This design comes from an exercise in tuning for small area on the open sky130 flow, not from production work. At most, simulation tests tie the RTL to the original design; equivalence was not proved. The clock port is modelled as an ideal driver, which makes a skipped or thinned clock tree look cheaper than it is; a real chip needs a root buffer or a tree. Power figures rest on the tool's default switching activity, not on a simulated workload.

the baseline:
Design tile_hash_frontend, start of the top module:
module tile_hash_frontend (
    input  logic        clk,
    input  logic        rst_n,
    input  logic        vram_we,
    input  logic [12:0] vram_addr,
    input  logic [7:0]  vram_wdata,
    input  logic        cfg_enable,
    output logic        tile_done,
    output logic [8:0]  tile_index,
    output logic        hash_valid,
    output logic [15:0] hash_out
);
clock: 10.0 ns
lec_check: 0
cap_margin: 20
core_margin: 2
core_utilization: 60
slew_margin: 20
standard.sh (not shown) runs the stock make flow with config.mk's settings and CLKGATE_MAP_FILE= SYNTH_SCRIPT=/design/flow/synth_recipe.tcl, a recipe that flattens the netlist after the stock synthesis.
==> flow/flow/run.sh <==
#!/bin/bash
# Layout flow: the standard flow (standard.sh) with these changes:
#  * after the standard synthesis, the combinational logic is re-mapped for
#    area with ABC (remap.ys, with each remap_*.abc script and cell set; the
#    smallest result after upsize.py is kept). The registers are left exactly
#    as the standard synthesis made them (same instances, names and cells).
#  * upsize.py then gives a larger drive strength to the few gates whose
#    estimated load is over their max capacitance, so that placement does not
#    have to add buffers for them.
#  * port buffers are the smallest buffer (buf_1)
#  * the clock tree is built by manual_cts.tcl (ORFS PRE_CTS_TCL hook): a root
#    buffer and 10 clkbuf_8, one per balanced k-means cluster of flip-flops
# Each tool's output goes to its own log in this folder (and ORFS's logs).
set -euo pipefail
R=orfs/results/sky130hd/tile_hash_frontend/base
export BUFFER_PORTS_ARGS="-buffer_cell sky130_fd_sc_hd__buf_1"
export PRE_CTS_TCL=$PWD/flow/manual_cts.tcl
export MANUAL_CTS_LEAVES=10 MANUAL_CTS_LEAF_BUF=sky130_fd_sc_hd__clkbuf_8 MANUAL_CTS_ROOT_BUF=sky130_fd_sc_hd__clkbuf_4

bash standard.sh synth > standard_synth.log 2>&1
cp $R/1_2_yosys.v standard_1_2_yosys.v
LIB=$FLOW_HOME/platforms/sky130hd/lib/sky130_fd_sc_hd__tt_025C_1v80.lib
FFS=$(grep -o "sky130_fd_sc_hd__[a-z0-9_]*" standard_1_2_yosys.v | sort -u | grep -E "__(df|edf|sdf|dl)" | tr '\n' ' ')
best=""; best_area=""; k=0
for du in "" "-dont_use *nor3_1 -dont_use *nor4_1" "-dont_use *nor3_1"; do
  for abc in flow/remap_*.abc; do
    k=$((k+1)); n=remap_$k
    sed -e "s|@LIB@|$LIB|g" -e "s|@FFS@|$FFS|g" -e "s|@ABC@|$PWD/$abc|g" -e "s|@DU@|$du|g" \
        -e "s|@IN@|$PWD/standard_1_2_yosys.v|g" -e "s|@OUT@|$PWD/$n.v|g" flow/remap.ys > $n.ys
    if yosys -l $n.log -s $n.ys > /dev/null 2>&1 && \
       python3 flow/upsize.py $LIB $n.v ${n}_up.v 0.2 0.004 > ${n}_upsize.log 2>&1; then
      a=$(grep "total area" ${n}_upsize.log | awk '{print $NF}')
      echo "$n: $(basename $abc) [$du] $a" >> remap_areas.log
      if [[ -z "$best" ]] || awk "BEGIN{exit !($a < $best_area)}"; then best=$n; best_area=$a; fi
    fi
  done
done
echo "kept $best ($best_area)" >> remap_areas.log
cp ${best}_up.v remapped.v
cp remapped.v $R/1_2_yosys.v
touch $R/1_2_yosys.v
bash standard.sh > standard.log 2>&1
Other scripts of this flow, unchanged in this note and not shown: flow/flow/manual_cts.tcl, flow/flow/remap.ys, flow/flow/remap_t6.abc, flow/flow/remap_u2.abc, flow/flow/remap_u3.abc, flow/flow/remap_u4.abc, flow/flow/upsize.py
[inputs] the candidate vs the baseline
- swapping 60 for 70 in CORE_UTILIZATION
Results
- Synthesis-to-layout area growth: the candidate vs the baseline down 0.55 points
- Average detailed-routed wire length per instance in the candidate vs the baseline: down 3.1%
- Delta (the candidate minus the baseline): post-detailed-placement cell area now sits lower; clock transition time at the flip-flop clock pins of the worst setup and hold paths now sits at about the same level; worst hold slack now sits at about the same level; wire length now sits lower; sequential power share now sits higher.
- The candidate: global-route wire length before repair 1400 um below the baseline
In every run of this note, the design's own scripts or RTL, not TritonCTS, make the clock network.

tile_hash_frontend, a different RTL version from the one above (not shown whole).
Size in the first run: about 430 cells after synthesis, about 180 flip-flops, ~0.0068 sq mm of cells after synthesis.
clock: 10.0 ns
lec_check: 0
cap_margin: 20
core_margin: 2
core_utilization: 60
slew_margin: 20
==> flow/flow/run.sh <==
#!/bin/bash
cp standard.sh standard.sh.txt
export BUFFER_PORTS_ARGS="-buffer_cell sky130_fd_sc_hd__buf_1"
export CTS_ARGS="-sink_clustering_enable -repair_clock_nets -buf_list {sky130_fd_sc_hd__clkbuf_4 sky130_fd_sc_hd__clkbuf_8} -sink_clustering_size 40 -sink_clustering_max_diameter 100 -dont_use_dummy_load"
bash standard.sh > standard.log 2>&1
Next try:
==> flow/flow/run.sh (replaced) <==
#!/bin/bash
cp standard.sh standard.sh.txt
export BUFFER_PORTS_ARGS="-buffer_cell sky130_fd_sc_hd__buf_1"
export CTS_ARGS="-sink_clustering_enable -repair_clock_nets -buf_list {sky130_fd_sc_hd__clkbuf_8} -sink_clustering_size 30 -sink_clustering_max_diameter 80 -dont_use_dummy_load"
bash standard.sh > standard.log 2>&1
--- a/flow/config.mk
+++ b/flow/config.mk
@@ -9,3 +9,3 @@
 export CORE_MARGIN = 2
-export CORE_UTILIZATION = 60
+export CORE_UTILIZATION = 40
 export SLEW_MARGIN = 20
The new run finished with timing, DRC and antenna clean. Routed wire length rose by 6.3%. Maximum frequency fell by 2.3%. Combinational power rose by about 3%. Design area rose by 1.4%. Utilization fell by 22 points. Die area rose by 48%. Area after synthesis does not change. Total power rose by 0.37%. Clock skew fell by 0.0055 ns. Count of clock-buffer cells in the layout does not change. Setup slack loses 0.080 ns.
Next try:
==> flow/flow/run.sh (replaced) <==
#!/bin/bash
# Layout flow: the standard flow (standard.sh) with these changes:
#  * after the standard synthesis, the combinational logic is re-mapped for
#    area with ABC (remap.ys / remap.abc); the registers are left exactly as
#    the standard synthesis made them (same instances, names and cells)
#  * port buffers are the smallest buffer (buf_1)
#  * CTS uses clkbuf_8 and inserts no dummy loads
# Each tool's output goes to its own log in this folder (and ORFS's logs).
set -euo pipefail
R=orfs/results/sky130hd/tile_hash_frontend/base
export BUFFER_PORTS_ARGS="-buffer_cell sky130_fd_sc_hd__buf_1"
export CTS_ARGS="-sink_clustering_enable -repair_clock_nets -buf_list {sky130_fd_sc_hd__clkbuf_8} -dont_use_dummy_load"

bash standard.sh synth > standard_synth.log 2>&1
cp $R/1_2_yosys.v standard_1_2_yosys.v
LIB=$FLOW_HOME/platforms/sky130hd/lib/sky130_fd_sc_hd__tt_025C_1v80.lib
FFS=$(grep -o "sky130_fd_sc_hd__[a-z0-9_]*" standard_1_2_yosys.v | sort -u | grep -E "__(df|edf|sdf|dl)" | tr '\n' ' ')
sed -e "s|@LIB@|$LIB|g" -e "s|@FFS@|$FFS|g" -e "s|@ABC@|$PWD/flow/remap.abc|g" \
    -e "s|@IN@|$PWD/standard_1_2_yosys.v|g" -e "s|@OUT@|$PWD/remapped.v|g" flow/remap.ys > remap_run.ys
yosys -l remap.log -s remap_run.ys > /dev/null 2>&1
cp remapped.v $R/1_2_yosys.v
touch $R/1_2_yosys.v
bash standard.sh > standard.log 2>&1
==> flow/flow/remap.abc (new file) <==
strash
dch
amap -F 50 -A 50
==> flow/flow/remap.ys (new file) <==
# Re-map the standard synthesis's combinational logic for area.
# Register cells (@FFS@) are kept as black boxes, so they stay as they are.
read_liberty -ignore_miss_func @LIB@
blackbox @FFS@
read_verilog @IN@
hierarchy -top tile_hash_frontend
flatten
opt_clean
tee -o remap_before.txt stat -liberty @LIB@
techmap
opt -fast
abc -liberty @LIB@ -dont_use *probe* -dont_use *lpflow* -dont_use *clkbuf* -dont_use *clkinv* -dont_use *dlygate* -dont_use *clkdly* -dont_use *buf_* -script @ABC@
opt_clean -purge
rename -enumerate
tee -o remap_after.txt stat -liberty @LIB@
write_verilog -noattr -noexpr @OUT@
--- a/flow/config.mk
+++ b/flow/config.mk
@@ -9,3 +9,3 @@
 export CORE_MARGIN = 2
-export CORE_UTILIZATION = 40
+export CORE_UTILIZATION = 60
 export SLEW_MARGIN = 20
Clock skew barely changes.
Fmax stays flat.
Worst setup slack stays flat.
Next try:
==> flow/flow/run.sh (replaced) <==
#!/bin/bash
cp standard.sh standard.sh.txt
export BUFFER_PORTS_ARGS="-buffer_cell sky130_fd_sc_hd__buf_1"
export CTS_ARGS="-sink_clustering_enable -repair_clock_nets -buf_list {sky130_fd_sc_hd__clkbuf_4 sky130_fd_sc_hd__clkbuf_8} -dont_use_dummy_load"
bash standard.sh > standard.log 2>&1
--- a/flow/config.mk
+++ b/flow/config.mk
@@ -9,3 +9,3 @@
 export CORE_MARGIN = 2
-export CORE_UTILIZATION = 60
+export CORE_UTILIZATION = 40
 export SLEW_MARGIN = 20
removed: flow/flow/remap.abc
removed: flow/flow/remap.ys
What happened:
- count of clock-buffer cells in the layout is unchanged
- design area climbs by 3.4%
- maximum frequency stays flat
- die area grows by about 56%
- power drops by about 5.6%
- utilization goes down by 24 points
- first-iteration DRC count came out lower by about 30%
- synthesized cell count drops by 3.4%
No functional check of the RTL was part of any run of this note.

[port drivers added, routing unchanged]
In the flow no input, the clock included, has a driving cell. The finished layouts below were timed again as built, in two steps.
Step 1 sets driving cells, clkbuf_16 on the clock port and buf_2 on the other inputs (assumed; they add their load-dependent delay and slew).
Step 2, shift: input delay + t, output delay - t, t = (earliest + latest rising clock arrival at the registers) / 2. This alone moves slack from input paths to output paths.
Three values: ideal, step 1, step 2; two values: the first two.
run | shift t [ns] | setup slack, ns | worst setup path at the end | slew at the worst register clock pin (ns)
the baseline | 0.581 | 6.483 / 6.494 / 5.913 | input to register | 0.12 / 0.12
the candidate | 0.562 | 6.513 / 6.524 / 5.961 | input to register | 0.11 / 0.11
the first run of note 2 | 0.482 | 6.529 / 6.539 / 6.056 | input to register | 0.09 / 0.09
the second run of note 2 | 0.473 | 6.450 / 6.463 / 5.990 | input to register | 0.08 / 0.08
the third run of note 2 | 0.477 | 6.448 / 6.463 / 5.986 | input to register | 0.09 / 0.09
the fourth run of note 2 | 0.473 | 6.450 / 6.463 / 5.990 | input to register | 0.08 / 0.08
After both steps setup and hold are still met in every run listed. The setup slack of the baseline, which loses most, moves by +0.011 ns with the drivers and by -0.570 ns with both steps.
